Source: an optimization exercise on an open RTL-to-GDS flow (aim: small area, a short achievable clock period and few clock cycles). Production flows keep margins and buffers that such runs may drop.
At most, simulation tests tie the RTL to the original design; equivalence was not proved.
No activity file was given, so power comes from the tool's default toggle rates.

// cpu_design
module cpu_design (reset, clock, write_read, M_address, M_data_in, M_data_out, overflow, status);
input reset, clock;
input [7:0] M_data_in;
output write_read, overflow;
output [7:0] M_data_out;
output [11:0] M_address;
output [2:0] status;
reg [11:0] MAR, PC;
reg [7:0] IR;
reg [7:0] R0, R1, R2, R3;
reg ovf;
reg st_e, st_tj, st_tr, st_tw, st_h;
wire [3:0] op = IR[7:4];
wire [1:0] rd_i = IR[3:2];
wire [1:0] rs_i = IR[1:0];
wire op_ld   = op == 4'd1;
wire op_add  = op == 4'd3;
wire op_sub  = op == 4'd4;
wire op_swap = op == 4'd10;
wire op_jmp  = op == 4'd11;
wire op_jz   = op == 4'd12;
wire op_rd   = op == 4'd13;
wire op_wr   = op == 4'd14;
wire op_stop = op == 4'd15;
wire op_two  = op_jmp | op_jz | op_rd | op_wr;
wire op_alu  = (op >= 4'd2) && (op <= 4'd10);
reg [7:0] rd, rs;
always @(*) begin
	case (rd_i)
		2'd0: rd = R0;
		2'd1: rd = R1;
		2'd2: rd = R2;
		default: rd = R3;
	endcase
	case (rs_i)
		2'd0: rs = R0;
		2'd1: rs = R1;
		2'd2: rs = R2;
		default: rs = R3;
	endcase
end
wire [9:0] sum_c = {1'b0, rd, 1'b1} + {1'b0, rs ^ {8{op_sub}}, op_sub};
wire [8:0] sum = sum_c[9:1];
wire f8 = sum[8] ^ op_sub;
wire f7 = sum[7];
reg [3:0] lut;
always @(*) begin
	case (op)
		4'd5: lut = 4'b1000;
		4'd6: lut = 4'b1110;
		4'd7: lut = 4'b0110;
		default: lut = 4'b1010;   
	endcase
end
wire sel_sum = op_add | op_sub;
wire sel_shr = op == 4'd8;
wire sel_shl = op == 4'd9;
reg [7:0] res;
integer bi;
always @(*) begin
	for (bi = 0; bi < 8; bi = bi + 1)
		res[bi] = lut[{rd[bi], rs[bi]}];
	if (sel_shr) res = {1'b0, rd[7:1]};
	if (sel_shl) res = {rd[6:0], 1'b0};
	if (sel_sum) res = sum[7:0];
end
wire r0z = (R0 == 8'd0);
wire st_b = ~(st_e | st_tj | st_tr | st_tw | st_h);
wire e_two = st_e & op_two;
wire go_t = e_two & ~(op_jz & ~r0z);
wire fetch = st_b | (st_e & ~op_two & ~op_stop) | st_tj;
wire wr0 = st_tr | st_e & (op_ld | op_alu & (rd_i == 2'd0) | op_swap & (rs_i == 2'd0));
wire r0_nz_next = ~wr0 & ~r0z
	| st_e & op_ld & (|IR[3:0])
	| st_e & (op == 4'd8) & (rd_i == 2'd0) & (|R0[7:1])
	| st_e & (op == 4'd9) & (rd_i == 2'd0) & (|R0[6:0]);
wire skip = fetch & r0_nz_next & (M_data_in[7:4] == 4'd12);
wire [11:0] base = (st_tr | st_tw) ? PC : MAR;
wire [10:0] base_hi_inc = base[11:1] + 11'd1;
wire [11:0] seq_next = {(base[0] | skip) ? base_hi_inc : base[11:1], base[0] ^ ~skip};
assign M_address = MAR;
assign M_data_out = R0;
assign write_read = st_tw;
  ...
clock: 8.0 ns
lec_check: 0
cap_margin: 20
core_margin: 2
core_utilization: 75
cts_buf_list: sky130_fd_sc_hd__clkbuf_8
cts_cluster_size: 30
setup_slack_margin: 5
slew_margin: 20
standard.sh (not shown) runs the stock make flow with config.mk's settings and CLKGATE_MAP_FILE= SYNTH_SCRIPT=/design/flow/synth_recipe.tcl, a recipe that flattens the netlist after the stock synthesis.
==> flow/flow/run.sh <==
#!/bin/bash
set -euo pipefail
here=$(cd "$(dirname "$0")" && pwd)
source "$here/params.sh"
args=(SETUP_SLACK_MARGIN=$MARGIN "BUFFER_PORTS_ARGS=-buffer_cell $PORT_BUF")
if [[ -n "${CTS_ARGS:-}" ]]; then args+=("CTS_ARGS=$CTS_ARGS"); fi
bash standard.sh "${args[@]}" finish > make.log 2>&1
==> flow/flow/params.sh <==
MARGIN=5
PORT_BUF=sky130_fd_sc_hd__buf_1
CTS_ARGS="-sink_clustering_enable -repair_clock_nets -sink_clustering_size 30 -buf_list sky130_fd_sc_hd__clkbuf_8 -dont_use_dummy_load"
Rerun with:
--- a/flow/config.mk
+++ b/flow/config.mk
@@ -10 +10 @@
-export CORE_UTILIZATION = 75
+export CORE_UTILIZATION = 65
- The changed run produced a clean layout
- sequential power falls by about 2%
- worst setup slack gets better by 0.080 ns
- wire length fell by 8.4%
- via count goes down by 8.0%
- die area climbs by 15%
- area after synthesis is unchanged
- design area goes up by 2.6%
- total power is higher by 1.3%
No functional check of the RTL was part of any run of this note.

## run M
cpu_design, a different RTL version from the one above (not shown whole).
Size in the first run: roughly 70 flip-flops, about 35 I/O pins, roughly 4900 um^2 of cells after synthesis.
export LEC_CHECK = 0
export ABC_AREA = 1
export CAP_MARGIN = 20
export CORE_MARGIN = 2
export CORE_UTILIZATION = 65
export CTS_BUF_LIST = sky130_fd_sc_hd__clkbuf_8
export CTS_CLUSTER_SIZE = 30
export SETUP_SLACK_MARGIN = 5
export SLEW_MARGIN = 20
create_clock -name core_clock -period 8.0 [get_ports {clock}]
==> flow/flow/run.sh <==
#!/bin/bash
set -euo pipefail
here=$(cd "$(dirname "$0")" && pwd)
source "$here/params.sh"
args=(SETUP_SLACK_MARGIN=$MARGIN "BUFFER_PORTS_ARGS=-buffer_cell $PORT_BUF")
if [[ -n "${CTS_ARGS:-}" ]]; then args+=("CTS_ARGS=$CTS_ARGS"); fi
if [[ -n "${EXTRA:-}" ]]; then args+=($EXTRA); fi
bash standard.sh "${args[@]}" finish > make.log 2>&1
==> flow/flow/params.sh <==
MARGIN=4.9
PORT_BUF=sky130_fd_sc_hd__buf_1
CTS_ARGS="-sink_clustering_enable -repair_clock_nets -sink_clustering_size 30 -buf_list sky130_fd_sc_hd__clkbuf_8 -dont_use_dummy_load"
EXTRA="REMOVE_ABC_BUFFERS=1"
Run M: full flow OK, the timing, DRC and antenna checks passed
Testbench counts of run M, summed over its fixed seeds: cycles 245,097.
diff inputs: run M => run K
==> flow/flow/run.sh <==
#!/bin/bash
set -euo pipefail
here=$(cd "$(dirname "$0")" && pwd)
source "$here/params.sh"
export MY_ABC_SCRIPT="$here/abc_map.script"
args=(SYNTH_SCRIPT="$here/synth.tcl" SETUP_SLACK_MARGIN=$MARGIN "BUFFER_PORTS_ARGS=-buffer_cell $PORT_BUF")
if [[ -n "${CTS_ARGS:-}" ]]; then args+=("CTS_ARGS=$CTS_ARGS"); fi
bash standard.sh "${args[@]}" finish > make.log 2>&1
==> flow/flow/abc_map.script (new file) <==
strash
dch
map -a
topo
stime -c
buffer -c
upsize -c
dnsize -c
==> flow/flow/params.sh <==
MARGIN=5
PORT_BUF=sky130_fd_sc_hd__buf_1
CTS_ARGS="-sink_clustering_enable -repair_clock_nets -sink_clustering_size 30 -buf_list sky130_fd_sc_hd__clkbuf_8 -dont_use_dummy_load"
==> flow/flow/synth.tcl (new file) <==
proc synth {args} { yosys synth -nofsm -noshare {*}$args }
proc abc {args} {
  set i [lsearch $args -script]
  if { $i >= 0 && [info exists ::env(MY_ABC_SCRIPT)] } { lset args [expr {$i + 1}] $::env(MY_ABC_SCRIPT) }
  yosys abc {*}$args
}
source $::env(SCRIPTS_DIR)/synth.tcl
# left out here: clear keep_hierarchy, flatten, clean up, hide names made inside functions, write 1_2_yosys.v
### Flow results
Run M and run K all finish clean. Diff run M -> run K: area overhead of the layout relative to synthesis went up, max-cap violation count stayed essentially flat, number of tap cells inserted fell by about 3%, fraction of layout instances using a drive strength above 1 up 10 points. Area inside the core boundary sits lower in run K than in run M. Run K: sequential share of layout area is 0.95 points lower than what run M reported. Run K against run M: number of DRC markers in iteration 0 rose by 335; total die area went down by 6.9%.

[port drivers added, routing unchanged]
The results above use ideal ports. As a check the final layouts listed here were re-extracted and re-timed, cells and wires unchanged.
Step 1 (the two cells are an assumption about what drives the block):
set clk [get_ports {clock}]
set_driving_cell -lib_cell sky130_fd_sc_hd__clkbuf_16 $clk
set_driving_cell -lib_cell sky130_fd_sc_hd__buf_2 [delete_from_list [all_inputs] $clk]
Step 2 also shifts input and output timing later by t, the mid clock arrival at the registers, as if the neighbouring blocks saw the same clock.
Slacks: no drivers / after step 1 / after step 2; pairs: no drivers / after step 1.
| run | t (ns) | setup slack, ns | latest minus earliest clock arrival (ns) | worst data-port slew with drivers (ns) |
|---|---|---|---|---|
| the first run of note 1 | 0.384 | 4.825 / 4.825 / 4.464 | 0.035 / 0.034 | 0.05 |
| the second run of note 1 | 0.372 | 4.904 / 4.904 / 4.573 | 0.026 / 0.026 | 0.06 |
| run M | 0.374 | 5.092 / 5.092 / 4.795 | 0.020 / 0.020 | 0.03 |
| run K | 0.370 | 4.695 / 4.695 / 4.695 | 0.021 / 0.021 | 0.03 |
After both steps setup and hold are still met in every run listed. For the first run of note 1, which loses most, drivers alone change the setup slack by 0.000 ns; drivers and shift together by -0.361 ns.
